From an optimization exercise on the open Yosys and OpenROAD flow, aimed at small area, a short achievable clock period and few clock cycles per item; shortcuts taken in it are not production practice.
Where RTL was checked, it was by simulation tests only, not by an equivalence proof against the original.
Function not checked in run 1: the RTL went through the layout flow alone.

**flow/constraint.sdc**
```tcl
create_clock -name core_clock -period 6.5 [get_ports {clk}]
set_input_delay 1.3000 -clock core_clock [delete_from_list [all_inputs] [get_ports {clk}]]
set_output_delay 1.3000 -clock core_clock [all_outputs]
set_load 0.01 [all_outputs]
```
**flow/standard.sh**
```bash
#!/bin/bash
# synth_recipe.tcl (not shown) runs the flow's synth.tcl, then flattens the netlist and writes it again
# the make line also repeats each setting of config.mk as NAME=value (left out here)
make -C /OpenROAD-flow-scripts/flow DESIGN_CONFIG=/design/flow/config.mk WORK_HOME=/design/flow/orfs CLKGATE_MAP_FILE= SYNTH_SCRIPT=/design/flow/synth_recipe.tcl "${@:-finish}"
```
**flow/config.mk**
```make
export PLATFORM = sky130hd
export DESIGN_NAME = sm4_top
export DESIGN_NICKNAME = sm4_top
export VERILOG_FILES = /design/flow/design.v
export SDC_FILE = /design/flow/constraint.sdc
export NUM_CORES = 4
export LEC_CHECK = 0
export CAP_MARGIN = 20
export CORE_MARGIN = 2
export CORE_UTILIZATION = 40
export SETUP_SLACK_MARGIN = 4.0
export SLEW_MARGIN = 20
```
**flow/design.v**
```verilog
module sbox_lin(b, g, m);
    input  [7:0] b;
    output [7:0] g;
    output [9:0] m;
    wire t1  = b[7] ^ b[5];
    wire t2  = ~(b[5] ^ b[1]);
    wire t3  = ~(b[0] ^ t2);
    wire t4  = b[6] ^ b[2];
    wire t5  = b[3] ^ t3;
    wire t6  = b[4] ^ t1;
    wire t7  = b[1] ^ t5;
    wire t8  = b[1] ^ t4;
    wire t9  = t6 ^ t8;
    wire t10 = t6 ^ t7;
    wire t11 = ~(b[3] ^ t1);
    wire t12 = ~(b[6] ^ t9);
    wire t13 = t4 ^ t10;
    wire t14 = t2 ^ t11;
    wire t15 = t12 ^ t14;
    wire t16 = t3 ^ t12;
    wire t17 = t11 ^ t16;
    assign g = {t15, t14, ~b[0], t2, t5, t13, t7, t10};
    assign m = {t12, t9, t17, b[1], t11, t4, t16, t8, t3, t6};
endmodule
module sbox_mul(g, m, p);
    input  [7:0] g;
    input  [9:0] m;
    output [3:0] p;
    wire t1  = ~(g[5] & g[1]);
    wire t2  = ~(m[1] & m[0]);
    wire t3  = ~(g[4] & g[0]);
    wire t4  = ~(g[7] & g[3]);
    wire t5  = ~(m[9] & m[8]);
    wire t6  = ~(g[6] | g[2]);
    wire t7  = ~(g[7] | g[3]);
    wire t8  = ~(m[9] | m[8]);
    wire t9  = ~(m[7] | m[6]);
    wire t10 = ~(m[3] & m[2]);
    wire t11 = ~(m[5] & m[4]);
    wire t12 = ~(m[3] | m[2]);
    wire t13 = t1 ^ t2;
    wire t14 = t3 ^ t2;
    wire t15 = t4 ^ t13;
    wire t16 = t5 ^ t14;
    wire t17 = t9 ^ t10;
    wire t18 = t11 ^ t12;
    wire t19 = t6 ^ t15;
    wire t20 = t7 ^ t16;
    assign p[3] = t19 ^ t17;
    assign p[2] = t20 ^ t18;
    assign p[1] = t8 ^ t15;
    assign p[0] = t6 ^ t16;
endmodule
module sbox_inv(p, l);
    input  [3:0] p;
    output [3:0] l;
    wire u1  = ~(p[3] & p[0]);
    wire u2  = ~(u1 | p[2]);
    wire u3  = ~(p[2] & p[0]);
    wire u4  = p[1] ^ u3;
    wire u5  = ~(p[2] | u4);
    wire u6  = ~(p[1] & u4);
    wire u7  = ~(p[3] | u4);
    wire u8  = ~(u7 | u2);
    wire u9  = ~(u5 ^ u7);
    wire u10 = ~(u9 ^ p[3]);
    wire u11 = ~(u6 & u8);
    wire u12 = ~(u8 & p[1]);
    wire u13 = ~(p[0] ^ u12);
    wire u14 = ~(u1 & p[2]);
    wire u15 = ~(u9 & u14);
    assign l = {u13, u11, u15, u10};
endmodule
module sbox_bot(g, m, l, Sb);
    input  [7:0] g;
    input  [9:0] m;
    input  [3:0] l;
    output [7:0] Sb;
    wire k4 = l[3] ^ l[2];
    wire k3 = l[3] ^ l[1];
    wire k2 = l[2] ^ l[0];
    wire k1 = k3 ^ k2;
    wire k0 = l[1] ^ l[0];
    wire [17:0] e;
    assign e[17] = ~(g[2] & l[2]);
    assign e[16] = ~(g[3] & l[3]);
    assign e[15] = ~(m[8] & k4);
    assign e[14] = ~(m[2] & k1);
    assign e[13] = ~(m[4] & k2);
    assign e[12] = ~(m[6] & k3);
    assign e[11] = ~(g[0] & l[0]);
    assign e[10] = ~(g[1] & l[1]);
    assign e[9]  = ~(m[0] & k0);
    assign e[8]  = ~(g[6] & l[2]);
    assign e[7]  = ~(g[7] & l[3]);
    assign e[6]  = ~(m[9] & k4);
    assign e[5]  = ~(m[3] & k1);
    assign e[4]  = ~(m[5] & k2);
    assign e[3]  = ~(m[7] & k3);
    assign e[2]  = ~(g[4] & l[0]);
    assign e[1]  = ~(g[5] & l[1]);
    assign e[0]  = ~(m[1] & k0);
    wire E11 = e[17] ^ e[16];
    wire E10 = e[15] ^ e[16];
    wire E9  = e[14] ^ e[13];
    wire E8  = e[12] ^ e[13];
    wire E7  = e[11] ^ e[10];
    wire E6  = e[9]  ^ e[10];
    wire E5  = e[8]  ^ e[7];
    wire E4  = e[6]  ^ e[7];
    wire E3  = e[5]  ^ e[4];
    wire E2  = e[3]  ^ e[4];
    wire E1  = e[2]  ^ e[1];
    wire E0  = e[0]  ^ e[1];
    wire v1  = E9 ^ E7;
    wire v2  = E1 ^ v1;
    wire v3  = E3 ^ v2;
    wire v4  = E5 ^ E3;
    wire v5  = E4 ^ v4;
    wire v6  = E4 ^ E0;
    wire v7  = E11 ^ E7;
    wire v8  = v1 ^ v4;
    wire v9  = v1 ^ v6;
    wire v10 = E2 ^ v5;
    wire v11 = E10 ^ E8;
    wire v12 = ~(v3 ^ v11);
    wire v13 = v10 ^ v12;
    wire v14 = ~(v3 ^ v7);
    wire v15 = ~(E10 ^ E6);
    wire v16 = v6 ^ v14;
    assign Sb = {v15, v13, v8, v14, v11, v9, v12, v16};
endmodule
module sm4_top (
    clk,rst,start,i_plaintext,i_key,
    o_data,o_done
);
    input           clk;
    input           rst;
    input           start;
    input           i_plaintext;
    input           i_key;
    output          o_data;
    output          o_done;
    localparam [1:0] PH_LOAD = 2'd0, PH_COMP = 2'd1, PH_OUT = 2'd2;
    localparam [127:0] FK = {32'ha3b1bac6, 32'h56aa3350, 32'h677d9197, 32'hb27022dc};
    localparam [6:0] COMP_LAST = 7'd100;
    reg     [1:0]   phase;
    reg     [6:0]   cnt;
    reg     [1:0]   m3;
    reg     [4:0]   rnd;
    reg             done_r;
    reg             data_r;
    reg             comp;    
    reg             outp;    
    reg             wk;      
    reg             wd;      
    reg     [31:0]  kr0, kr1, kr2, kr3;
    reg     [31:0]  dr0, dr1, dr2, dr3;
    reg     [31:0]  pre;     
    reg     [31:0]  s1b;     
    reg     [15:0]  s1p;     
    reg     [31:0]  s2s;     
    reg  [31:0] ck;
    always @(*) begin
        case (rnd)
            5'd0: ck = 32'h00070e15;
            5'd1: ck = 32'h1c232a31;
            5'd2: ck = 32'h383f464d;
            5'd3: ck = 32'h545b6269;
            5'd4: ck = 32'h70777e85;
            5'd5: ck = 32'h8c939aa1;
            5'd6: ck = 32'ha8afb6bd;
            5'd7: ck = 32'hc4cbd2d9;
            5'd8: ck = 32'he0e7eef5;
            5'd9: ck = 32'hfc030a11;
            5'd10: ck = 32'h181f262d;
            5'd11: ck = 32'h343b4249;
            5'd12: ck = 32'h50575e65;
            5'd13: ck = 32'h6c737a81;
            5'd14: ck = 32'h888f969d;
            5'd15: ck = 32'ha4abb2b9;
            5'd16: ck = 32'hc0c7ced5;
            5'd17: ck = 32'hdce3eaf1;
            5'd18: ck = 32'hf8ff060d;
            5'd19: ck = 32'h141b2229;
            5'd20: ck = 32'h30373e45;
            5'd21: ck = 32'h4c535a61;
            5'd22: ck = 32'h686f767d;
            5'd23: ck = 32'h848b9299;
            5'd24: ck = 32'ha0a7aeb5;
            5'd25: ck = 32'hbcc3cad1;
            5'd26: ck = 32'hd8dfe6ed;
            5'd27: ck = 32'hf4fb0209;
            5'd28: ck = 32'h10171e25;
            5'd29: ck = 32'h2c333a41;
            5'd30: ck = 32'h484f565d;
            5'd31: ck = 32'h646b7279;
        endcase
    end
    always @(posedge clk) begin
        if (m3 == 2'd2)
            pre <= kr1 ^ kr2 ^ ck ^ dr3;
        else
            pre <= dr1 ^ dr2 ^ kr0 ^ kr3;
    end
    wire [31:0] b = pre ^ kr0 ^ dr0;
    wire [31:0] p1;
    genvar gi;
    generate
        for (gi = 0; gi < 4; gi = gi + 1) begin : st1
            wire [7:0] g;
            wire [9:0] m;
            sbox_lin lin(.b(b[8*gi+7:8*gi]), .g(g), .m(m));
            sbox_mul mul(.g(g), .m(m), .p(p1[4*gi+3:4*gi]));
        end
    endgenerate
    always @(posedge clk) begin
        s1b <= b;
        s1p <= p1;
    end
    wire [31:0] s;
    generate
        for (gi = 0; gi < 4; gi = gi + 1) begin : st2
            wire [7:0] g;
            wire [9:0] m;
            wire [3:0] l;
            sbox_lin lin(.b(s1b[8*gi+7:8*gi]), .g(g), .m(m));
            sbox_inv inv(.p(s1p[4*gi+3:4*gi]), .l(l));
            sbox_bot bot(.g(g), .m(m), .l(l), .Sb(s[8*gi+7:8*gi]));
        end
    endgenerate
    always @(posedge clk) begin
        s2s <= s;
    end
    wire [31:0] lk = s2s ^ {s2s[18:0], s2s[31:19]} ^ {s2s[8:0], s2s[31:9]};
    wire [31:0] ld = s2s ^ {s2s[29:0], s2s[31:30]} ^ {s2s[21:0], s2s[31:22]}
                         ^ {s2s[13:0], s2s[31:14]} ^ {s2s[7:0], s2s[31:8]};
    wire [31:0] nk = kr3 ^ lk;
    wire [31:0] nd = dr3 ^ ld;
    wire fk = FK[7'd127 - cnt];
    always @(posedge clk) begin
        if (wk)
            kr0 <= nk;
        else if (comp)
            kr0 <= kr3;
        else
            kr0 <= {kr0[30:0], kr1[31]};
        if (wd)
            dr0 <= nd;
        else if (comp)
            dr0 <= dr3;
        else
            dr0 <= {dr0[30:0], outp ? dr0[31] : dr1[31]};
        if (comp) begin
            kr1 <= kr0;
            kr2 <= kr1;
            kr3 <= kr2;
            dr1 <= dr0;
            dr2 <= dr1;
            dr3 <= dr2;
        end else begin
            kr3 <= {kr3[30:0], i_key ^ fk};
            kr2 <= {kr2[30:0], kr3[31]};
            kr1 <= {kr1[30:0], kr2[31]};
            dr3 <= {dr3[30:0], outp ? dr3[31] : i_plaintext};
            dr2 <= {dr2[30:0], outp ? dr2[31] : dr3[31]};
            dr1 <= {dr1[30:0], outp ? dr1[31] : dr2[31]};
        end
    end
    wire [6:0] kn = cnt + 7'd1;
    wire [1:0] q = kn[6:5];
    wire       tap = (q == 2'd0) ? dr0[30] : (q == 2'd1) ? dr3[30] :
                     (q == 2'd2) ? dr2[30] : dr1[30];
    wire       comp_end = comp & (cnt == COMP_LAST);
    wire       out_end  = outp & (cnt == 7'd127);
    reg  [1:0] phase_n;
    reg  [6:0] cnt_n;
    reg  [1:0] m3_n;
    reg  [4:0] rnd_n;
    always @(*) begin
        phase_n = phase;
        cnt_n   = kn;
        m3_n    = 2'd2;
        rnd_n   = 5'd0;
        if (!start) begin
            phase_n = PH_LOAD;
            cnt_n   = 7'd0;
        end else if (phase == PH_LOAD) begin
            if (cnt == 7'd127) phase_n = PH_COMP;
        end else if (comp) begin
            m3_n  = (m3 == 2'd2) ? 2'd0 : m3 + 2'd1;
            rnd_n = (m3 == 2'd0) ? rnd + 5'd1 : rnd;
            if (comp_end) begin
                phase_n = PH_OUT;
                cnt_n   = 7'd0;
            end
        end else begin
            if (out_end) phase_n = PH_LOAD;
        end
    end
    always @(posedge clk or negedge rst) begin
        if (!rst) begin
            phase  <= PH_LOAD;
            cnt    <= 7'd0;
            m3     <= 2'd2;
            rnd    <= 5'd0;
            comp   <= 1'b0;
            outp   <= 1'b0;
            wk     <= 1'b0;
            wd     <= 1'b0;
            done_r <= 1'b0;
            data_r <= 1'b0;
        end else begin
            phase  <= phase_n;
            cnt    <= cnt_n;
            m3     <= m3_n;
            rnd    <= rnd_n;
            comp   <= (phase_n == PH_COMP);
            outp   <= (phase_n == PH_OUT);
            wk     <= (phase_n == PH_COMP) & (m3_n == 2'd2) & (cnt_n >= 7'd3);
            wd     <= (phase_n == PH_COMP) & (m3_n == 2'd0) & (cnt_n >= 7'd7);
            done_r <= start & (comp_end | (outp & ~out_end));
            data_r <= start & (comp_end ? nd[31] : (outp & ~out_end & tap));
        end
    end
    assign o_done = done_r;
    assign o_data = data_r;
endmodule
```
**flow/flow/run.sh**
```bash
#!/bin/bash
# The standard ORFS layout (standard.sh), with two synthesis changes:
#  - ADDER_MAP_FILE empty: Yosys's full/half-adder extraction would turn the
#    XOR/AND pairs of the S-box and linear layers into slow adder cells that
#    ABC cannot restructure.
#  - the 3-input XOR/XNOR cells are added to DONT_USE_CELLS (on top of the
#    platform's list): ABC chains them in the linear layers, and they are
#    slower than trees of 2-input XORs.
set -euo pipefail
PLATFORM_DONT_USE=$(sed -n '/^export DONT_USE_CELLS += /,/^#/p' \
    "$FLOW_HOME/platforms/sky130hd/config.mk" | grep -o 'sky130_fd_sc_hd__[a-z0-9_]*' | tr '\n' ' ')
EXTRA="sky130_fd_sc_hd__xor3_1 sky130_fd_sc_hd__xor3_2 sky130_fd_sc_hd__xor3_4 sky130_fd_sc_hd__xnor3_1 sky130_fd_sc_hd__xnor3_2 sky130_fd_sc_hd__xnor3_4"
bash standard.sh ADDER_MAP_FILE= "DONT_USE_CELLS=$PLATFORM_DONT_USE $EXTRA" finish > standard.log 2>&1
```
==> metrics.csv, run 1 <==
metric,value,unit
skew final,0.0164,ns
Final Cycle Share,0.399,
Area Overhead vs Synth,21.2,%
Max Cap Viol,0,
Peak Freq,385,MHz
Async SR Flop Fraction,0.0564,
final hold vios,0,
CTS HTree Levels,2,
syn nets,2646,
Worst Setup SP,s1b[7],
num rows,87,
Placed Area,23600,um2
share of layout cells above drive strength 1,0.241,
FILL cells,5093,
Hold Buf Count CTS,0,
Die Y,244,um
Top Ports,7,
Mapped Cells,2641,
worst-path fanout max,6,
sequential fraction of the synthesis area,0.344,
yosys synthesis warning count,1,
reg2reg path depth,11,
Worst Path Arrival,3.04,ns
initial antenna violation count,0,
Layout Utilization,0.492,
hpwl dp,41700,um
Critical R2R Capture,s2s[6],
top_reg_cell synth,dfxtp_1,
Initial DRT Pass Iterations,8,
CP Capture Type,flip-flop,
hold path depth,1,
unrepaired setup endpoints after global routing,true,
largest net degree at the start of global routing,71,
synthesized flop and latch total,390,
FF-to-FF setup slack,3.90,ns
DIE AREA,59500,um2
clock-pin slew on the worst setup and hold paths,0.06,ns
Routed Wire Length,62600,um
number of enable flip-flop cells after synthesis,0,
total grt overflow,0,
"Distinct cells, synth",74,
Setup-failing EPs final,0,
"commonest cells after routing, fill and taps aside","xnor2_1, dfxtp_1, nor2_1",
CTS tree,built,
Mean Syn Cell Area,8.72,um2
initial drt markers,1378,
"most common cell after layout, fill and taps aside",xnor2_1,
total CTS buffers,44,
Worst Setup Path Type,flip-flop to flip-flop,
global-route wire length before repair,96800,um
startpoint type of the worst setup path,flip-flop,
Vias/cell,5.37,
root buffer cell,clkbuf_16,
min cycle time layout,2.60,ns
clock buffer depth,3,
Core Box Area,56700,um2
fin. max-slew vios,0,
Slew HR,0.447,
number of global-route vias before repair,17500,
GPL Wtd Cong,0.927,
worst setup path endpoint,s2s[6],
Mapped Area,23000,um2
Port Buffers,6,
nets,2688,
Initial Utilization,0.406,
status,timing/DRC/antenna clean,
Antenna Cells,0,
Post-Layout Inst Area,27900,um2
overall global routing resource usage,0.200,
Sink Count,390,
Critical R2R Launch,s1b[7],
Slew @ Worst Pin,0.829,ns
via count,18600,
antenna violation net count after detailed routing,0,
Min-Delay Path Class,flip-flop to flip-flop,
Final TNS setup,0,ns
DR DRC count,0,
die width,244,um
clock latency on the worst-skew pair,0.57,ns
"Req. time, crit path",6.95,ns
wire per inst,18.0,um
[worst min-delay path by stage]
stage | from | endpoint | slack, ns
2_1_floorplan | m3[0] | m3[0] | 0.46
4_1_cts | dr1[0] | dr2[0] | 0.53
3_3_place_gp | dr1[0] | dr2[0] | 0.50
5_1_grt | cnt[0] | cnt[0] | 0.53
3_5_place_dp | dr1[0] | dr2[0] | 0.51
6_report | cnt[0] | cnt[0] | 0.51
[repair_timing]
| item | in CTS | in global routing |
|---|---|---|
| setup endpoints to repair | 160 | 48 |
| resized for setup | 158 | 159 |
| gates cloned | 1 | 2 |
| setup buffers | 67 | 51 |
| pin swaps | 41 | 67 |
[area by class of cell]
cell class | count | area (um2) | share of cell area
Clock buffer | 69 | 1330 | 0.0476
Clock inverter | 10 | 125 | 0.00448
Inverter | 37 | 155 | 0.00556
Multi-Input combinational cell | 2072 | 16200 | 0.579
Sequential cell | 390 | 8050 | 0.289
Tap cell | 756 | 946 | 0.0339
Timing Repair Buffer | 138 | 1140 | 0.0409
[worst max-delay path: stages, from the launching register on]
cell and delay, ns:
dfxtp_4 0.37, xnor2_4 0.17, buf_12 0.15, xnor2_4 0.26
xor2_4 0.24, nor2_1 0.07, a21oi_1 0.13, o22ai_1 0.09
a211o_1 0.35, xnor2_1 0.37, xnor2_2 0.13, xnor2_1 0.14
[synthesized netlist by cell type (7+ instances only)]
cell type / number / area share
o21a_1: 8 / 0.0026
or2_2: 8 / 0.0022
o22ai_1: 24 / 0.0065
and2_1: 16 / 0.0043
or3_1: 8 / 0.0022
nand2b_1: 17 / 0.0046
nand3_1: 29 / 0.0063
nor2b_1: 23 / 0.0062
buf_2: 7 / 0.0015
a31oi_1: 17 / 0.0046
xor2_1: 180 / 0.068
mux2_2: 193 / 0.094
inv_1: 31 / 0.0051
clkbuf_1: 123 / 0.020
nand2_1: 212 / 0.035
dfxtp_1: 368 / 0.32
o221ai_1: 13 / 0.0049
mux2i_1: 27 / 0.012
o21ai_0: 99 / 0.022
a211oi_1: 22 / 0.0072
nor2_1: 308 / 0.050
dfrtp_1: 21 / 0.023
xnor2_1: 444 / 0.17
xnor2_2: 15 / 0.011
nor3_1: 76 / 0.017
buf_1: 15 / 0.0024
a2111oi_0: 7 / 0.0027
a21oi_1: 185 / 0.040
and3_1: 8 / 0.0022
o32ai_1: 13 / 0.0049
o211ai_1: 11 / 0.0036
a22oi_1: 14 / 0.0046
[through the flow]
stage	hold WS, ns	std cells	worst slack (ns)
after floorplan	0.456	2641	4.01
after global placement	0.505	3272	3.31
after detailed placement	0.509	3272	3.23
after CTS	0.525	3419	3.90
after global routing	0.535	3472	3.78
final	0.511	3472	3.90
[sequential cells by signal, indices dropped and copies added (netlist names)]
| name | count |
|---|---|
| dr2 | 32 |
| wd | 1 |
| rnd | 5 |
| comp | 1 |
| phase | 2 |
| dr0 | 32 |
| s2s | 32 |
| pre | 32 |
| kr1 | 32 |
| wk | 1 |
| cnt | 7 |
| dr1 | 32 |
| outp | 1 |
| kr0 | 32 |
| s1b | 32 |
| dr3 | 32 |
| done_r | 1 |
| data_r | 1 |
| m3 | 2 |
| kr3 | 32 |
| s1p | 16 |
| kr2 | 32 |
[cell families after synthesis]
group           synth area share
buf+inv                   0.0300
xor+xnor                   0.258
flops                      0.344
mux                        0.106
simple gates               0.134
compound gates             0.128
[per-layer routing]
metal  share of wire  routed length (um)  GRT usage
met3           0.041                2590     0.0214
met1            0.46               28600      0.274
met4           0.020                1270     0.0547
met5               0                   0          0
met2            0.48               30200      0.334
==> run 2: changes to the inputs <==
--- a/flow/design.v
+++ b/flow/design.v
@@ -154,6 +154,10 @@
     reg             outp;    
     reg             wk;      
     reg             wd;      
+    reg             krot;    
+    reg             kins;    
+    reg             klate;   
+    reg             kd;
     reg     [31:0]  kr0, kr1, kr2, kr3;
     reg     [31:0]  dr0, dr1, dr2, dr3;
     reg     [31:0]  pre;     
@@ -238,13 +242,20 @@
     wire [31:0] nk = kr3 ^ lk;
     wire [31:0] nd = dr3 ^ ld;
     wire fk = FK[7'd127 - cnt];
+    wire kbit = i_key ^ fk;
+    always @(posedge clk) kd <= kbit;
     always @(posedge clk) begin
         if (wk)
             kr0 <= nk;
-        else if (comp)
+        else if (krot)
             kr0 <= kr3;
         else
-            kr0 <= {kr0[30:0], kr1[31]};
+            kr0 <= {kr0[30:0], klate ? kd : kbit};
+        kr1 <= (krot | kins) ? kr0 : kr3;
+        kr2 <= kr1;
+        kr3 <= kr2;
+    end
+    always @(posedge clk) begin
         if (wd)
             dr0 <= nd;
         else if (comp)
@@ -252,16 +263,10 @@
         else
             dr0 <= {dr0[30:0], outp ? dr0[31] : dr1[31]};
         if (comp) begin
-            kr1 <= kr0;
-            kr2 <= kr1;
-            kr3 <= kr2;
             dr1 <= dr0;
             dr2 <= dr1;
             dr3 <= dr2;
         end else begin
-            kr3 <= {kr3[30:0], i_key ^ fk};
-            kr2 <= {kr2[30:0], kr3[31]};
-            kr1 <= {kr1[30:0], kr2[31]};
             dr3 <= {dr3[30:0], outp ? dr3[31] : i_plaintext};
             dr2 <= {dr2[30:0], outp ? dr2[31] : dr3[31]};
             dr1 <= {dr1[30:0], outp ? dr1[31] : dr2[31]};
@@ -308,6 +313,9 @@
             outp   <= 1'b0;
             wk     <= 1'b0;
             wd     <= 1'b0;
+            krot   <= 1'b0;
+            kins   <= 1'b0;
+            klate  <= 1'b0;
             done_r <= 1'b0;
             data_r <= 1'b0;
         end else begin
@@ -319,6 +327,10 @@
             outp   <= (phase_n == PH_OUT);
             wk     <= (phase_n == PH_COMP) & (m3_n == 2'd2) & (cnt_n >= 7'd3);
             wd     <= (phase_n == PH_COMP) & (m3_n == 2'd0) & (cnt_n >= 7'd7);
+            krot   <= (phase_n == PH_COMP) & (cnt_n != 7'd0);
+            kins   <= (phase_n == PH_LOAD) & (cnt_n[4:0] == 5'd0);
+            klate  <= ((phase_n == PH_LOAD) & (cnt_n >= 7'd96)) |
+                      ((phase_n == PH_COMP) & (cnt_n == 7'd0));
             done_r <= start & (comp_end | (outp & ~out_end));
             data_r <= start & (comp_end ? nd[31] : (outp & ~out_end & tap));
         end
--- a/flow/config.mk
+++ b/flow/config.mk
@@ -7,6 +7,6 @@
 export LEC_CHECK = 0
 export CAP_MARGIN = 20
 export CORE_MARGIN = 2
-export CORE_UTILIZATION = 40
-export SETUP_SLACK_MARGIN = 4.0
+export CORE_UTILIZATION = 60
+export SETUP_SLACK_MARGIN = 3.6
 export SLEW_MARGIN = 20
==> metrics.csv, run 2 <==
metric,value,unit,change
Mapped Cells,2637,,-0.15%
root buffer cell,clkbuf_16,,
Mapped Area,22900,um2,-0.68%
number of global-route vias before repair,16700,,-4.5%
CP max stage cell,dfxtp_2,,
Min-Delay Path Class,flip-flop to flip-flop,,
most used standard cell by instance count after synthesis,xnor2_1,,
Synth top area share,0.323,,+0.00306
CP Capture Type,flip-flop,,
synthesized flop and latch total,394,,+1.0%
Slew @ Worst Pin,1.05,ns,+0.223 ns
dpl ws,3.16,ns,-0.0776 ns
final setup margin,3.69,ns,-0.218 ns
Sink Count,394,,+1.0%
Max stage delay on crit path,0.48,ns,+0.11 ns
antenna violation net count after detailed routing,0,,unchanged
clock latency on the worst-skew pair,0.57,ns,about the same
Finished Layout Cells,3138,,-9.6%
hpwl dp,39900,um,-4.5%
"Req. time, crit path",6.94,ns,about the same
leading area contributor after synthesis,dfxtp_1,,
overall global routing resource usage,0.289,,+0.0887
final hold vios,0,,unchanged
wire per inst,18.3,um,+1.7%
die width,199,um,-18%
Async SR Flop Fraction,0.0635,,+0.00704
CP cell instances,xor2_4 -> xor2_2 -> xor2_2 -> nand2_1 -> mux2i_1 -> a22oi_1 -> o221ai_1 -> xor2_1 -> xnor2_1 -> xnor2_1,,
total grt overflow,0,,unchanged
Initial Utilization,0.609,,+0.203
min cycle time layout,2.81,ns,+0.218 ns
Peak Freq,355,MHz,-7.8%
GPL Wtd Cong,0.967,,+4.3%
fin. max-slew vios,0,,unchanged
global-route wire length before repair,90700,um,-6.2%
CTS HTree Levels,2,,unchanged
via count,18000,,-3.5%
Area Overhead vs Synth,11.4,%,
syn nets,2642,,-0.15%
status,timing/DRC/antenna clean,,
clock buffer depth,3,,unchanged
"commonest cells after routing, fill and taps aside","xnor2_1, dfxtp_1, nor2_1",,
Initial DRT Pass Iterations,5,,-3
Vias/cell,5.74,,+6.8%
yosys synthesis warning count,1,,unchanged
DIE AREA,39700,um2,-33%
DR DRC count,0,,unchanged
Max Cap Viol,0,,unchanged
Die Y,199,um,-18%
clock-pin slew on the worst setup and hold paths,0.06,ns,about the same
Worst Path Arrival,3.25,ns,+0.21 ns
total CTS buffers,43,,-2.3%
top_reg_cell synth,dfxtp_1,,
Setup-failing EPs final,0,,unchanged
num rows,71,,-18%
Final TNS setup,0,ns,unchanged
"top cells by count, synth","xnor2_1, dfxtp_1, nor2_1, nand2_1, xor2_1",,
nets,2597,,-3.4%
top area cells in the synthesized netlist,"dfxtp_1, xnor2_1, xor2_1",,
startpoint type of the worst setup path,flip-flop,,
FILL cells,3076,,-40%
initial antenna violation count,0,,unchanged
unrepaired setup endpoints after global routing,true,,
sequential fraction of the synthesis area,0.350,,+0.00651
number of enable flip-flop cells after synthesis,0,,unchanged
Top Ports,7,,unchanged
share of layout cells above drive strength 1,0.147,,-0.0942
worst-path fanout max,11,,+5
Slew HR,0.297,,-0.150
Antenna Cells,0,,unchanged
"Distinct cells, synth",80,,+8.1%
"most common cell after layout, fill and taps aside",xnor2_1,,
Worst Setup Path Type,flip-flop to flip-flop,,
initial drt markers,1202,,-13%
Mean Syn Cell Area,8.68,um2,-0.53%
Final Cycle Share,0.433,,+0.0336
DP Cell Count,3018,,-7.8%
largest net degree at the start of global routing,69,,-2.8%
skew final,0.0172,ns,+0.000811 ns
Core Box Area,37600,um2,-34%
Port Buffers,6,,unchanged
Routed Wire Length,57500,um,-8.1%
CTS tree,built,,
run 2: cell families after synthesis:
| logic type | count (synthesis) | synth area share |
|---|---|---|
| buf+inv | 192 | 0.0334 |
| compound gates | 501 | 0.137 |
| flops | 394 | 0.350 |
| simple gates | 735 | 0.139 |
| fa+ha+maj | 3 | 0.00142 |
| xor+xnor | 663 | 0.267 |
| mux | 149 | 0.0721 |
run 2: cell type report:
type,instances,area [um2],share of cell area
multi-input cells,2052,14700,0.578
flip-flops and latches,394,8050,0.316
clock buffers,66,1220,0.0480
well taps,511,639,0.0251
repair buffers,60,465,0.0183
clock inverters,14,216,0.00849
inverters,41,158,0.00619
run 2: final timing paths:
| kind | startpoint | endpoint | slack, ns | cells past startpoint |
|---|---|---|---|---|
| min reg2reg | kr2[16] | kr3[16] | 0.36 | 0 |
| max | s1b[29] | s2s[30] | 3.69 | 10 |
| min | kr2[16] | kr3[16] | 0.36 | 0 |
| min in group asynchronous | rst | done_r | 1.11 | 2 |
| max reg2reg | s1b[29] | s2s[30] | 3.69 | 10 |
| max in group asynchronous | rst | m3[1] | 5.08 | 2 |
run 2: worst max-delay path, delay by kind of cell, from the launching register on:
family | cells | cell delay (ns)
xor gates and xnor gates | 6 | 1.58
DFF | 1 | 0.48
AOI/OAI and AO/OA | 2 | 0.34
muxes | 1 | 0.16
and+or+nand+nor | 1 | 0.14
run 2: layer usage:
| metal | track usage | up-vias | wire, um |
|---|---|---|---|
| li1 | - | 8822 | - |
| met1 | 0.396 | 8662 | 26400 |
| met2 | 0.469 | 429 | 26800 |
| met3 | 0.0380 | 87 | 2690 |
| met4 | 0.0976 | 0 | 1680 |
| met5 | 0 | - | 0 |
run 2: per-stage QoR:
stage / area, um2 / util / hold WS, ns
final: 25500 / 0.678 / 0.359
after global routing: 25500 / 0.678 / 0.361
after CTS: 24800 / 0.660 / 0.357
after detailed placement: 23100 / 0.615 / 0.354
after global placement: 23100 / 0.615 / 0.351
after floorplan: 22900 / - / 0.349
run 2: repair_timing:
action | 4_1_cts | 5_1_grt
pin swaps | 0 | 18
endpoints found under the setup margin | 30 | 38
gates resized for setup | 39 | 58
hold buffers | 0 | 0
gates cloned | 0 | 1
setup buffers | 0 | 39
Testbench counts of run 2, summed over its fixed seeds: cycles 22,848, blocks 64.
==> run 3: changes to the inputs <==
--- a/flow/config.mk
+++ b/flow/config.mk
@@ -5,8 +5,9 @@
 export SDC_FILE = /design/flow/constraint.sdc
 export NUM_CORES = 4
 export LEC_CHECK = 0
+export ABC_AREA = 1
 export CAP_MARGIN = 20
 export CORE_MARGIN = 2
-export CORE_UTILIZATION = 60
-export SETUP_SLACK_MARGIN = 3.6
+export CORE_UTILIZATION = 40
+export SETUP_SLACK_MARGIN = 4.0
 export SLEW_MARGIN = 20
==> metrics.csv, run 3 <==
metric,value,unit,change
Initial Utilization,0.404,,-0.205
yosys synthesis warning count,1,,unchanged
Max stage delay on crit path,0.39,ns,-0.09 ns
die width,245,um,+23%
skew final,0.0393,ns,+0.0221 ns
Die Y,245,um,+23%
sequential fraction of the synthesis area,0.345,,-0.00480
Worst Setup Path Type,flip-flop to output port,,
hpwl dp,46400,um,+16%
worst hold slack,0.342,ns,-0.0167 ns
Setup-failing EPs final,0,,unchanged
nets,3442,,+33%
top area cells in the synthesized netlist,"dfxtp_1, nand2_1, xnor2_1",,
Min-Delay Path Class,flip-flop to flip-flop,,
clock latency on the worst-skew pair,0.61,ns,+0.04 ns
"commonest cells after routing, fill and taps aside","nand2_1, dfxtp_1, inv_1",,
number of enable flip-flop cells after synthesis,0,,unchanged
overall global routing resource usage,0.213,,-0.0755
clock-pin slew on the worst setup and hold paths,0.06,ns,about the same
min cycle time layout,2.45,ns,-0.364 ns
Mapped Cells,3457,,+31%
root buffer cell,clkbuf_16,,
wire per inst,15.1,um,-18%
Core Box Area,57500,um2,+53%
Slew HR,0.390,,+0.0934
buffer and inverter count on the worst path,1,,+1
Peak Freq,408,MHz,+15%
fin. max-slew vios,0,,unchanged
synthesized flop and latch total,394,,unchanged
CP Capture Type,output port,,
most used standard cell by instance count after synthesis,nand2_1,,
largest net degree at the start of global routing,115,,+67%
FILL cells,5874,,+91%
final hold vios,0,,unchanged
DP Cell Count,4147,,+37%
Placed Area,24000,um2,+3.7%
"most common cell after layout, fill and taps aside",nand2_1,,
Sink Count,394,,unchanged
Vias/cell,4.92,,-14%
Antenna Cells,0,,unchanged
Post-Layout Inst Area,26000,um2,+2.0%
critical path's top delay family,flip-flops,,
Final TNS setup,0,ns,unchanged
share of layout cells above drive strength 1,0.0925,,-0.0544
CP cell instances,buf_2,,
GPL Wtd Cong,0.872,,-9.8%
Initial DRT Pass Iterations,6,,+1
DIE AREA,59900,um2,+51%
Worst Path Arrival,1.15,ns,-2.10 ns
Synth top area share,0.318,,-0.00442
Finished Layout Cells,4234,,+35%
Area Overhead vs Synth,12.0,%,
CTS HTree Levels,2,,unchanged
num rows,88,,+24%
top_reg_cell synth,dfxtp_1,,
global-route wire length before repair,102000,um,+12%
total grt overflow,0,,unchanged
via count,20800,,+16%
status,timing/DRC/antenna clean,,
CTS tree,built,,
Port Buffers,6,,unchanged
unrepaired setup endpoints after global routing,true,,
"top cells by count, synth","nand2_1, dfxtp_1, inv_1, nand3_1, xnor2_1",,
Final Cycle Share,0.377,,-0.0561
"Req. time, crit path",5.20,ns,-1.74 ns
Mapped Area,23200,um2,+1.4%
leading area contributor after synthesis,dfxtp_1,,
Slew @ Worst Pin,0.913,ns,-0.139 ns
syn nets,3462,,+31%
worst-path fanout max,1,,-10
Max Cap Viol,0,,unchanged
"Distinct cells, synth",41,,-49%
antenna violation net count after detailed routing,0,,unchanged
startpoint type of the worst setup path,flip-flop,,
initial drt markers,1460,,+21%
Top Ports,7,,unchanged
CP max stage cell,dfrtp_1,,
total CTS buffers,45,,+4.7%
Routed Wire Length,63800,um,+11%
DR DRC count,0,,unchanged
initial antenna violation count,0,,unchanged
Mean Syn Cell Area,6.71,um2,-23%
number of global-route vias before repair,19200,,+15%
clock buffer depth,3,,unchanged
Async SR Flop Fraction,0.0635,,unchanged
==> run 3: area by class of cell <==
class,instances,area [um2],area share
flip-flops and latches,394,8060,0.310
clock buffers,61,1270,0.0487
repair buffers,24,201,0.00775
multi-input cells,2607,13900,0.534
clock inverters,18,255,0.00982
inverters,365,1380,0.0530
well taps,765,957,0.0368
==> run 3: final timing paths <==
check	startpoint	cells after the start	slack [ns]	endpoint
max	data_r	1	4.05	o_data
min	kr1[13]	0	0.34	kr2[13]
max reg2reg	wk	5	4.14	kr0[0]
min reg2reg	kr1[13]	0	0.34	kr2[13]
max in group asynchronous	rst	2	5.16	m3[1]
min in group asynchronous	rst	2	1.05	cnt[6]
==> run 3: through the flow <==
stage	utilization	worst slack, ns
after detailed placement	0.417	3.50
after floorplan	-	4.36
after global placement	0.417	3.56
after CTS	0.443	4.03
after global routing	0.452	3.94
final	0.452	4.05
==> run 3: what timing repair did <==
action	in CTS	in global routing
pin swaps	0	14
hold buffers	0	0
setup endpoints to repair	3	67
buffers inserted	0	8
gates resized for setup	9	139
==> run 3: kinds of logic after synthesis <==
group | after synthesis | share of synthesized area
and+or+nand+nor | 1741 | 0.314
xor gates and xnor gates | 459 | 0.175
buffers and inverters | 456 | 0.0740
AOI/OAI and AO/OA | 407 | 0.0919
DFF | 394 | 0.345
==> run 3: per-layer routing <==
metal / global-route usage / wire [um]
met4: 0.0638 / 1830
met5: 0 / 0
met3: 0.0304 / 3180
met2: 0.350 / 28800
met1: 0.290 / 30000
==> run 4: changes to the inputs <==
--- a/flow/config.mk
+++ b/flow/config.mk
@@ -9,5 +9,5 @@
 export CAP_MARGIN = 20
 export CORE_MARGIN = 2
 export CORE_UTILIZATION = 40
-export SETUP_SLACK_MARGIN = 4.0
+export SETUP_SLACK_MARGIN = 4.4
 export SLEW_MARGIN = 20
==> metrics.csv, run 4 <==
metric,value,unit,change
clock latency on the worst-skew pair,0.59,ns,-0.02 ns
Peak Freq,421,MHz,+3.2%
final setup margin,4.13,ns,+0.0755 ns
Port Buffers,6,,unchanged
Max stage delay on crit path,0.35,ns,-0.04 ns
Placed Area,24000,um2,about the same
Final Cycle Share,0.365,,-0.0116
yosys synthesis warning count,1,,unchanged
Worst Path Arrival,1.07,ns,-0.08 ns
top area cells in the synthesized netlist,"dfxtp_1, nand2_1, xnor2_1",,
leading area contributor after synthesis,dfxtp_1,,
Post-Layout Inst Area,32000,um2,+23%
Area Overhead vs Synth,37.7,%,
hold path depth,0,,unchanged
Vias/cell,5.10,,+3.8%
number of global-route vias before repair,20100,,+4.9%
number of enable flip-flop cells after synthesis,0,,unchanged
unrepaired setup endpoints after global routing,true,,
"most common cell after layout, fill and taps aside",nand2_1,,
status,timing/DRC/antenna clean,,
fin. max-slew vios,0,,unchanged
Slew @ Worst Pin,0.982,ns,+0.0690 ns
via count,22700,,+9.2%
Mapped Area,23200,um2,unchanged
Sink Count,394,,unchanged
"Distinct cells, synth",41,,unchanged
Setup-failing EPs final,0,,unchanged
largest net degree at the start of global routing,95,,-17%
Mean Syn Cell Area,6.71,um2,unchanged
Die Y,245,um,unchanged
Routed Wire Length,75500,um,+18%
critical path's top delay family,flip-flops,,
die width,245,um,unchanged
"top cells by count, synth","nand2_1, dfxtp_1, inv_1, nand3_1, xnor2_1",,
nets,3663,,+6.4%
dpl ws,3.63,ns,+0.123 ns
Top Ports,7,,unchanged
worst-path fanout max,1,,unchanged
reg2reg path depth,18,,+13
Hold Buf Count CTS,0,,unchanged
overall global routing resource usage,0.222,,+0.00882
CTS tree,built,,
CP cell instances,buf_2,,
Finished Layout Cells,4453,,+5.2%
Mapped Cells,3457,,unchanged
DR DRC count,0,,unchanged
worst hold slack,0.347,ns,+0.00473 ns
Antenna Cells,0,,unchanged
Critical R2R Launch,s1p[14],,
min cycle time layout,2.37,ns,-0.0755 ns
Worst Setup Path Type,flip-flop to output port,,
"commonest cells after routing, fill and taps aside","nand2_1, dfxtp_1, nand2_2",,
skew final,0.0279,ns,-0.0114 ns
synthesized flop and latch total,394,,unchanged
"Req. time, crit path",5.20,ns,about the same
root buffer cell,clkbuf_16,,
GPL Wtd Cong,0.878,,+0.78%
Max Cap Viol,0,,unchanged
syn nets,3462,,unchanged
CP Capture Type,output port,,
buffer and inverter count on the worst path,1,,unchanged
antenna violation net count after detailed routing,0,,unchanged
num rows,88,,unchanged
Core Box Area,57500,um2,unchanged
Min-Delay Path Class,flip-flop to flip-flop,,
global-route wire length before repair,107000,um,+4.7%
initial antenna violation count,0,,unchanged
share of layout cells above drive strength 1,0.342,,+0.249
CP max stage cell,dfrtp_1,,
Levels on crit path,1,,unchanged
initial drt markers,1366,,-6.4%
top_reg_cell synth,dfxtp_1,,
clock buffer depth,3,,unchanged
Initial DRT Pass Iterations,5,,-1
startpoint type of the worst setup path,flip-flop,,
CTS HTree Levels,2,,unchanged
Hold Path Origin,kr2[6],,
total grt overflow,0,,unchanged
hpwl dp,46300,um,-0.28%
clock-pin slew on the worst setup and hold paths,0.06,ns,about the same
Async SR Flop Fraction,0.0635,,unchanged
Layout Utilization,0.556,,+0.104
Slew HR,0.344,,-0.0461
wire per inst,17.0,um,+13%
sequential fraction of the synthesis area,0.345,,unchanged
DP Cell Count,4145,,-0.048%
most used standard cell by instance count after synthesis,nand2_1,,
Initial Utilization,0.404,,unchanged
DIE AREA,59900,um2,unchanged
Worst Setup SP,done_r,,
final hold vios,0,,unchanged
FILL cells,5161,,-12%
Final TNS setup,0,ns,unchanged
Synth top area share,0.318,,unchanged
total CTS buffers,46,,+2.2%
run 4: layout make-up:
class	count	area (um2)	area share
Clock buffer	68	1360	0.0424
Clock inverter	10	78.8	0.00247
Inverter	365	1490	0.0465
Multi-Input combinational cell	2607	17900	0.559
Sequential cell	394	8250	0.258
Tap cell	765	957	0.0300
Timing Repair Buffer	243	1970	0.0615
Timing Repair inverter	1	7.51	0.000235
run 4: per-layer routing:
layer  up-vias  track usage  wire length (um)
li1      11300            -                 -
met1     10700        0.289             31800
met2       582        0.377             37200
met3       169       0.0329              4170
met4         0       0.0701              2440
met5         -            0                 0
run 4: cell families after synthesis:
family          count (synthesis)  share of synthesized area
simple gates                 1741                      0.314
buf+inv                       456                     0.0740
xor+xnor                      459                      0.175
compound gates                407                     0.0919
flops                         394                      0.345
run 4: path summary, 6_finish.rpt:
path                            endpoint  slack, ns
worst min-delay path              kr3[6]       0.35
min in group asynchronous         cnt[3]       0.70
worst min register to register    kr3[6]       0.35
max in group asynchronous         rnd[0]       5.37
worst max register to register   s2s[30]       4.25
worst max-delay path              o_done       4.13
run 4: what timing repair did:
action                                  in CTS  in global routing
endpoints found under the setup margin     148                 70
gates resized for setup                    369                938
gates cloned                                 0                  1
pin swaps                                   89                342
buffers inserted                            66                163
==> run 5: changes to the inputs <==
--- a/flow/config.mk
+++ b/flow/config.mk
@@ -9,5 +9,5 @@
 export CAP_MARGIN = 20
 export CORE_MARGIN = 2
 export CORE_UTILIZATION = 40
-export SETUP_SLACK_MARGIN = 4.4
+export SETUP_SLACK_MARGIN = 3.8
 export SLEW_MARGIN = 20
==> metrics.csv, run 5 <==
metric,value,unit,change
CTS HTree Levels,2,,unchanged
Mean Syn Cell Area,6.71,um2,unchanged
Final TNS setup,0,ns,unchanged
leading area contributor after synthesis,dfxtp_1,,
Port Buffers,6,,unchanged
Slew HR,0.279,,-0.0652
global-route wire length before repair,102000,um,-4.5%
"commonest cells after routing, fill and taps aside","nand2_1, dfxtp_1, inv_1",,
"most common cell after layout, fill and taps aside",nand2_1,,
Antenna Cells,0,,unchanged
CTS tree,built,,
skew final,0.0396,ns,+0.0118 ns
top_reg_cell synth,dfxtp_1,,
clock-pin slew on the worst setup and hold paths,0.06,ns,about the same
initial drt markers,1521,,+11%
CP Capture Type,output port,,
status,timing/DRC/antenna clean,,
Final Cycle Share,0.397,,+0.0314
Mapped Area,23200,um2,unchanged
startpoint type of the worst setup path,flip-flop,,
Slew @ Worst Pin,1.08,ns,+0.0992 ns
yosys synthesis warning count,1,,unchanged
"Req. time, crit path",5.20,ns,about the same
Max Cap Viol,0,,unchanged
Initial Utilization,0.404,,unchanged
Area Overhead vs Synth,9.98,%,
overall global routing resource usage,0.213,,-0.00887
"top cells by count, synth","nand2_1, dfxtp_1, inv_1, nand3_1, xnor2_1",,
die width,245,um,unchanged
clock latency on the worst-skew pair,0.61,ns,+0.02 ns
top area cells in the synthesized netlist,"dfxtp_1, nand2_1, xnor2_1",,
sequential fraction of the synthesis area,0.345,,unchanged
via count,20600,,-9.2%
synthesized flop and latch total,394,,unchanged
unrepaired setup endpoints after global routing,true,,
clock buffer depth,3,,unchanged
Sink Count,394,,unchanged
Max stage delay on crit path,0.38,ns,+0.03 ns
Hold Buf Count CTS,0,,unchanged
Routed Wire Length,63400,um,-16%
syn nets,3462,,unchanged
buffer and inverter count on the worst path,1,,unchanged
Min-Delay Path Class,flip-flop to flip-flop,,
num rows,88,,unchanged
Core Box Area,57500,um2,unchanged
min cycle time layout,2.58,ns,+0.204 ns
share of layout cells above drive strength 1,0.0560,,-0.286
GPL Wtd Cong,0.872,,-0.77%
hpwl dp,46400,um,+0.28%
Worst Setup Path Type,flip-flop to output port,,
worst-path fanout max,1,,unchanged
CP cell instances,dlygate4sd2_1,,
DIE AREA,59900,um2,unchanged
total grt overflow,0,,unchanged
wire per inst,15.0,um,-12%
largest net degree at the start of global routing,115,,+21%
total CTS buffers,45,,-2.2%
Mapped Cells,3457,,unchanged
Top Ports,7,,unchanged
DR DRC count,0,,unchanged
Worst Path Arrival,1.28,ns,+0.21 ns
Synth top area share,0.318,,unchanged
most used standard cell by instance count after synthesis,nand2_1,,
Setup-failing EPs final,0,,unchanged
root buffer cell,clkbuf_16,,
Initial DRT Pass Iterations,5,,unchanged
Vias/cell,4.88,,-4.3%
number of enable flip-flop cells after synthesis,0,,unchanged
"Distinct cells, synth",41,,unchanged
nets,3436,,-6.2%
number of global-route vias before repair,19200,,-4.6%
Die Y,245,um,unchanged
critical path's top delay family,flip-flops,,
Async SR Flop Fraction,0.0635,,unchanged
initial antenna violation count,0,,unchanged
CP max stage cell,dfrtp_1,,
antenna violation net count after detailed routing,0,,unchanged
fin. max-slew vios,0,,unchanged
Peak Freq,388,MHz,-7.9%
final hold vios,0,,unchanged
-- run 5: metrics by stage --
step / util / instance area (um2) / hold slack, ns / worst slack [ns] / cells
global route: 0.444 / 25500 / 0.348 / 3.77 / 4228
CTS: 0.443 / 25500 / 0.340 / 3.88 / 4226
finish: 0.444 / 25500 / 0.343 / 3.92 / 4228
global placement: 0.417 / 24000 / 0.350 / 3.56 / 4147
floorplan: - / 23200 / 0.349 / 4.36 / 3457
detailed placement: 0.417 / 24000 / 0.354 / 3.50 / 4147
-- run 5: final timing paths --
| check | startpoint | slack, ns | end | cells after the start |
|---|---|---|---|---|
| max in group asynchronous | rst | 5.16 | m3[1] | 2 |
| min in group asynchronous | rst | 1.05 | done_r | 2 |
| worst min-delay path | kr1[13] | 0.34 | kr2[13] | 0 |
| worst min register to register | kr1[13] | 0.34 | kr2[13] | 0 |
| worst max register to register | comp | 4.00 | dr3[0] | 5 |
| worst max-delay path | data_r | 3.92 | o_data | 1 |
-- run 5: cell families after synthesis --
group,Yosys count,share of synthesized area
buffers and inverters,456,0.0740
and+or+nand+nor,1741,0.314
xor gates and xnor gates,459,0.175
DFF,394,0.345
AOI/OAI and AO/OA,407,0.0919
-- run 5: timing repair --
action | 4_1_cts | 5_1_grt
endpoints found under the hold margin | 0 | 0
setup endpoints to repair | 2 | 8
buffers inserted | 0 | 2
resized for setup | 2 | 6
pin swaps | 0 | 0
-- run 5: cell type report --
type                    count  area [um2]
fillers                  5927       32000
inverters                 365        1370
well taps                 765         957
multi-input cells        2607       13500
flip-flops and latches    394        8020
clock inverters            18         255
clock buffers              61        1270
repair buffers             18         148
-- run 5: per-layer routing --
layer  share of wire  vias to the layer above  GRT usage  wire, um
met5               0                        -          0         0
met4           0.030                        0     0.0638      1890
met3           0.052                      121     0.0304      3320
met2            0.45                      437      0.350     28300
met1            0.47                     9274      0.289     29900
li1                -                    10800          -         -
==> run 6: changes to the inputs <==
--- a/flow/config.mk
+++ b/flow/config.mk
@@ -5,9 +5,8 @@
 export SDC_FILE = /design/flow/constraint.sdc
 export NUM_CORES = 4
 export LEC_CHECK = 0
-export ABC_AREA = 1
 export CAP_MARGIN = 20
 export CORE_MARGIN = 2
 export CORE_UTILIZATION = 40
-export SETUP_SLACK_MARGIN = 3.8
+export SETUP_SLACK_MARGIN = 4.0
 export SLEW_MARGIN = 20
==> metrics.csv, run 6 <==
metric,value,unit,change
DIE AREA,59100,um2,-1.3%
Die Y,243,um,-0.68%
wire per inst,18.0,um,+20%
total CTS buffers,44,,-2.2%
Mapped Area,22900,um2,-1.4%
CTS HTree Levels,2,,unchanged
Final Cycle Share,0.384,,-0.0129
yosys synthesis warning count,1,,unchanged
final hold vios,0,,unchanged
hpwl dp,41400,um,-11%
die width,243,um,-0.68%
Worst Setup Path Type,flip-flop to flip-flop,,
CP max stage cell,dfxtp_4,,
"Req. time, crit path",6.95,ns,+1.75 ns
Setup-failing EPs final,0,,unchanged
most used standard cell by instance count after synthesis,xnor2_1,,
Layout Utilization,0.503,,+0.0590
DR DRC count,0,,unchanged
skew final,0.0222,ns,-0.0175 ns
top area cells in the synthesized netlist,"dfxtp_1, xnor2_1, xor2_1",,
number of global-route vias before repair,17600,,-8.2%
Initial DRT Pass Iterations,8,,+3
num rows,87,,-1.1%
sequential fraction of the synthesis area,0.350,,+0.00480
CTS tree,built,,
Area Overhead vs Synth,24.2,%,
clock latency on the worst-skew pair,0.57,ns,-0.04 ns
Initial Utilization,0.405,,+0.00137
via count,18800,,-8.7%
nets,2762,,-20%
CP cell instances,xnor2_4 -> buf_12 -> buf_4 -> xnor2_4 -> nor3_1 -> o21ai_0 -> o2111ai_2 -> xor2_2 -> xnor2_1 -> xnor2_1 -> xor2_1,,
buffer and inverter count on the worst path,2,,+1
worst hold slack,0.354,ns,+0.0111 ns
Critical R2R Capture,s2s[24],,
unrepaired setup endpoints after global routing,true,,
clock-pin slew on the worst setup and hold paths,0.06,ns,about the same
Worst Setup SP,s1b[31],,
Max Cap Viol,0,,unchanged
leading area contributor after synthesis,dfxtp_1,,
startpoint type of the worst setup path,flip-flop,,
FF-to-FF setup slack,4.01,ns,about the same
global-route wire length before repair,96900,um,-5.0%
Min-Delay Path Class,flip-flop to flip-flop,,
total grt overflow,0,,unchanged
worst-path fanout max,6,,+5
Synth top area share,0.323,,+0.00442
overall global routing resource usage,0.202,,-0.0111
Mapped Cells,2637,,-24%
Slew @ Worst Pin,0.953,ns,-0.129 ns
Sink Count,394,,unchanged
Hold Buf Count CTS,0,,unchanged
synthesized flop and latch total,394,,unchanged
Levels on crit path,11,,+10
Port Buffers,6,,unchanged
Worst Path Arrival,2.94,ns,+1.66 ns
Max stage delay on crit path,0.38,ns,about the same
Final TNS setup,0,ns,unchanged
share of layout cells above drive strength 1,0.243,,+0.187
top_reg_cell synth,dfxtp_1,,
fin. max-slew vios,0,,unchanged
syn nets,2642,,-24%
reg2reg path depth,11,,+6
initial antenna violation count,0,,unchanged
Mean Syn Cell Area,8.68,um2,+29%
critical path's top delay family,XOR/XNOR gates,,
number of enable flip-flop cells after synthesis,0,,unchanged
DP Cell Count,3268,,-21%
"top cells by count, synth","xnor2_1, dfxtp_1, nor2_1, nand2_1, xor2_1",,
status,timing/DRC/antenna clean,,
clock buffer depth,3,,unchanged
Vias/cell,5.32,,+8.9%
antenna violation net count after detailed routing,0,,unchanged
worst setup path endpoint,s2s[24],,
"most common cell after layout, fill and taps aside",xnor2_1,,
min cycle time layout,2.49,ns,-0.0841 ns
Routed Wire Length,63900,um,+0.70%
Slew HR,0.365,,+0.0857
initial drt markers,1377,,-9.5%
Antenna Cells,0,,unchanged
Peak Freq,401,MHz,+3.4%
Async SR Flop Fraction,0.0635,,unchanged
"commonest cells after routing, fill and taps aside","xnor2_1, dfxtp_1, nor2_1",,
Top Ports,7,,unchanged
Core Box Area,56500,um2,-1.7%
"Distinct cells, synth",80,,+95%
Critical R2R Launch,s1b[31],,
CP Capture Type,flip-flop,,
Finished Layout Cells,3543,,-16%
GPL Wtd Cong,0.949,,+8.9%
largest net degree at the start of global routing,67,,-42%
root buffer cell,clkbuf_16,,
[run 6: cell count changes after synthesis, moves of 74 or more]
cell	change
inv_1	-303
o21ai_0	-121
nand3_1	-273
xnor2_1	+206
mux2_2	+126
nor2_1	+220
nand2_1	-1018
nor3_1	+74
[run 6: layout make-up]
type                    count  area [um2]
fillers                  5078       28100
multi-input cells        2052       15800
flip-flops and latches    394        8150
repair buffers            223        1910
clock buffers              64        1270
well taps                 756         946
clock inverters            12         193
inverters                  41         184
repair inverters            1        5.00
[run 6: cells by family after synthesis]
kind of cell | Yosys count | share of synthesized area
simple gates | 735 | 0.139
xor+xnor | 663 | 0.267
compound gates | 501 | 0.137
flops | 394 | 0.350
buf+inv | 192 | 0.0334
mux | 149 | 0.0721
fa+ha+maj | 3 | 0.00142
[run 6: how the worst min path moves through the flow]
| stage | cells past startpoint | end | start | slack (ns) |
|---|---|---|---|---|
| 3_3_place_gp | 0 | kr2[24] | kr1[24] | 0.35 |
| 4_1_cts | 0 | kr2[13] | kr1[13] | 0.36 |
| 6_report | 0 | kr2[13] | kr1[13] | 0.35 |
| 2_1_floorplan | 0 | kr2[10] | kr1[10] | 0.35 |
| 3_5_place_dp | 0 | kr3[1] | kr2[1] | 0.35 |
| 5_1_grt | 0 | kr2[13] | kr1[13] | 0.36 |
[run 6: per-stage QoR]
step | worst slack [ns] | instance area, um2
2_1_floorplan | 4.01 | 22900
3_3_place_gp | 3.25 | 23500
3_5_place_dp | 3.13 | 23500
4_1_cts | 3.93 | 26400
5_1_grt | 3.86 | 28400
6_report | 4.01 | 28400
[run 6: timing repair]
item	CTS	global route
gates resized for setup	144	187
gates cloned	1	3
setup buffers	68	126
pin swaps	41	104
endpoints found under the setup margin	61	46
[run 6: per-layer routing]
| layer | GRT usage | vias to the layer above | part of all wire |
|---|---|---|---|
| met5 | 0 | - | 0 |
| li1 | - | 9130 | - |
| met2 | 0.341 | 502 | 0.48 |
| met3 | 0.0271 | 104 | 0.048 |
| met4 | 0.0475 | 0 | 0.021 |
| met1 | 0.274 | 9107 | 0.45 |
==> run 7: changes to the inputs <==
--- a/flow/config.mk
+++ b/flow/config.mk
@@ -5,8 +5,11 @@
 export SDC_FILE = /design/flow/constraint.sdc
 export NUM_CORES = 4
 export LEC_CHECK = 0
+export ABC_AREA = 1
 export CAP_MARGIN = 20
 export CORE_MARGIN = 2
 export CORE_UTILIZATION = 40
+export CTS_CLUSTER_DIAMETER = 100
+export CTS_CLUSTER_SIZE = 30
 export SETUP_SLACK_MARGIN = 4.0
 export SLEW_MARGIN = 20
==> metrics.csv, run 7 <==
metric,value,unit,change
status,timing/DRC/antenna clean,,
fin. max-slew vios,0,,unchanged
Initial Utilization,0.404,,-0.00137
Core Box Area,57500,um2,+1.7%
Finished Layout Cells,4187,,+18%
min cycle time layout,2.40,ns,-0.0911 ns
via count,20600,,+9.2%
Port Buffers,6,,unchanged
DP Cell Count,4147,,+27%
Final Cycle Share,0.370,,-0.0140
worst-path fanout max,1,,-5
Min-Delay Path Class,flip-flop to flip-flop,,
Mean Syn Cell Area,6.71,um2,-23%
Synth top area share,0.318,,-0.00442
Initial DRT Pass Iterations,5,,-3
buffer and inverter count on the worst path,1,,-1
CTS tree,built,,
total grt overflow,0,,unchanged
met1 Usage GRT,0.288,,+0.0148
CP max stage cell,dfrtp_1,,
CP Capture Type,output port,,
Setup-failing EPs final,0,,unchanged
startpoint type of the worst setup path,flip-flop,,
CP cell instances,clkbuf_2,,
GPL Wtd Cong,0.872,,-8.2%
Worst Path Arrival,1.10,ns,-1.84 ns
Die Y,245,um,+0.68%
Slew @ Worst Pin,0.903,ns,-0.0496 ns
"Distinct cells, synth",41,,-49%
total CTS buffers,19,,-57%
Vias/cell,4.91,,-7.6%
yosys synthesis warning count,1,,unchanged
Max Cap Viol,0,,unchanged
Max stage delay on crit path,0.41,ns,+0.03 ns
share of layout cells above drive strength 1,0.0815,,-0.161
Mapped Cells,3457,,+31%
top area cells in the synthesized netlist,"dfxtp_1, nand2_1, xnor2_1",,
skew final,0.0456,ns,+0.0235 ns
Area Overhead vs Synth,8.06,%,
Seq. cell area,8080,um2,-0.86%
top_reg_cell synth,dfxtp_1,,
M2 GR Usage,0.349,,+0.00869
number of global-route vias before repair,18900,,+7.3%
"commonest cells after routing, fill and taps aside","nand2_1, dfxtp_1, inv_1",,
clock-pin slew on the worst setup and hold paths,0.11,ns,+0.05 ns
Final TNS setup,0,ns,unchanged
clock latency on the worst-skew pair,0.57,ns,about the same
Peak Freq,416,MHz,+3.8%
root buffer cell,clkbuf_16,,
largest net degree at the start of global routing,115,,+72%
CTS HTree Levels,1,,-1
hpwl dp,46400,um,+12%
"Req. time, crit path",5.20,ns,-1.75 ns
Worst Setup Path Type,flip-flop to output port,,
Placed Area,24000,um2,+2.1%
Async SR Flop Fraction,0.0635,,unchanged
Mapped Area,23200,um2,+1.4%
Slew HR,0.397,,+0.0323
wire per inst,15.0,um,-17%
FF-to-FF setup slack,4.14,ns,+0.13 ns
met3 Usage GRT,0.0180,,-0.00905
Top Ports,7,,unchanged
Multi-input gate area,13800,um2,-12%
sequential fraction of the synthesis area,0.345,,-0.00480
die width,245,um,+0.68%
worst hold slack,0.351,ns,-0.00360 ns
Sink Count,394,,unchanged
most used routing layer,met2,,
DR DRC count,0,,unchanged
unrepaired setup endpoints after global routing,true,,
initial antenna violation count,0,,unchanged
Routed Wire Length,63000,um,-1.5%
Antenna Cells,0,,unchanged
dpl ws,3.50,ns,+0.371 ns
synthesized flop and latch total,394,,unchanged
"most common cell after layout, fill and taps aside",nand2_1,,
initial drt markers,1346,,-2.3%
final hold vios,0,,unchanged
nets,3416,,+24%
final setup margin,4.10,ns,+0.0911 ns
overall global routing resource usage,0.209,,+0.00664
FILL cells,5987,,+18%
num rows,88,,+1.1%
"top cells by count, synth","nand2_1, dfxtp_1, inv_1, nand3_1, xnor2_1",,
leading area contributor after synthesis,dfxtp_1,,
syn nets,3462,,+31%
Post-Layout Inst Area,25100,um2,-12%
clock buffer depth,3,,unchanged
most used standard cell by instance count after synthesis,nand2_1,,
DIE AREA,59900,um2,+1.4%
critical path's top delay family,flip-flops,,
antenna violation net count after detailed routing,0,,unchanged
number of enable flip-flop cells after synthesis,0,,unchanged
global-route wire length before repair,101000,um,+3.9%
Layout Utilization,0.436,,-0.0667
==> run 7: repair_timing <==
action,4_1_cts,5_1_grt
gates resized for setup,4,140
gates cloned,0,0
pin swaps,0,12
endpoints found under the setup margin,2,70
hold buffers,0,0
setup buffers,0,8
==> run 7: final cells by class <==
class,count,area share
Clock inverter,10,0.00579
Inverter,365,0.0549
Tap cell,765,0.0382
Multi-Input combinational cell,2607,0.551
Clock buffer,22,0.0198
Timing Repair Buffer,24,0.00804
Sequential cell,394,0.322
==> run 7: path summary, 6_finish.rpt <==
kind / end / from / cells after the start
max in group asynchronous: m3[1] / rst / 2
min in group asynchronous: done_r / rst / 2
worst min-delay path: kr2[13] / kr1[13] / 0
worst max register to register: kr0[16] / wk / 5
worst max-delay path: o_data / data_r / 1
worst min register to register: kr2[13] / kr1[13] / 0
==> run 7: cells by family after synthesis <==
logic type | Yosys count | share of synthesized area
AND/OR/NAND/NOR | 1741 | 0.314
XOR/XNOR | 459 | 0.175
buffers and inverters | 456 | 0.0740
AO/OA/AOI/OAI | 407 | 0.0919
flip-flops | 394 | 0.345
==> run 7: metal layers <==
layer,vias up,part of all wire
li1,10700,-
met1,9318,0.47
met2,424,0.45
met3,92,0.048
met4,0,0.027
met5,-,0

==> separate check: timing with driven ports <==
Ports are ideal in the flow. The routed layouts listed here were re-timed in OpenROAD.
Step 1 (the two cells are an assumption about what drives the block):
set clk [get_ports {clk}]
set_driving_cell -lib_cell sky130_fd_sc_hd__clkbuf_16 $clk
set_driving_cell -lib_cell sky130_fd_sc_hd__buf_2 [delete_from_list [all_inputs] $clk]
Step 2, shift: input delay + t, output delay - t, t = (earliest + latest rising clock arrival at the registers) / 2. This alone moves slack from input paths to output paths.
Three values: ideal ports, drivers, drivers and shift; two values: the first two.
run	t, ns	setup slack, ns	clock arrival spread, ns	slew at the worst register clock pin (ns)
run 1	0.621	3.905 / 3.905 / 3.705	0.017 / 0.017	0.06 / 0.06
run 2	0.619	3.686 / 3.686 / 3.557	0.019 / 0.019	0.06 / 0.06
run 3	0.652	4.051 / 3.993 / 3.578	0.040 / 0.040	0.06 / 0.06
run 4	0.639	4.126 / 4.063 / 3.958	0.029 / 0.029	0.06 / 0.06
run 5	0.653	3.922 / 3.864 / 3.504	0.040 / 0.041	0.06 / 0.06
run 6	0.615	4.006 / 3.987 / 3.604	0.023 / 0.023	0.07 / 0.07
run 7	0.607	4.097 / 4.040 / 3.643	0.048 / 0.048	0.12 / 0.12
After both steps setup and hold are still met in every run listed. For run 3, which loses most, drivers alone change the setup slack by -0.058 ns; drivers and shift together by -0.473 ns.
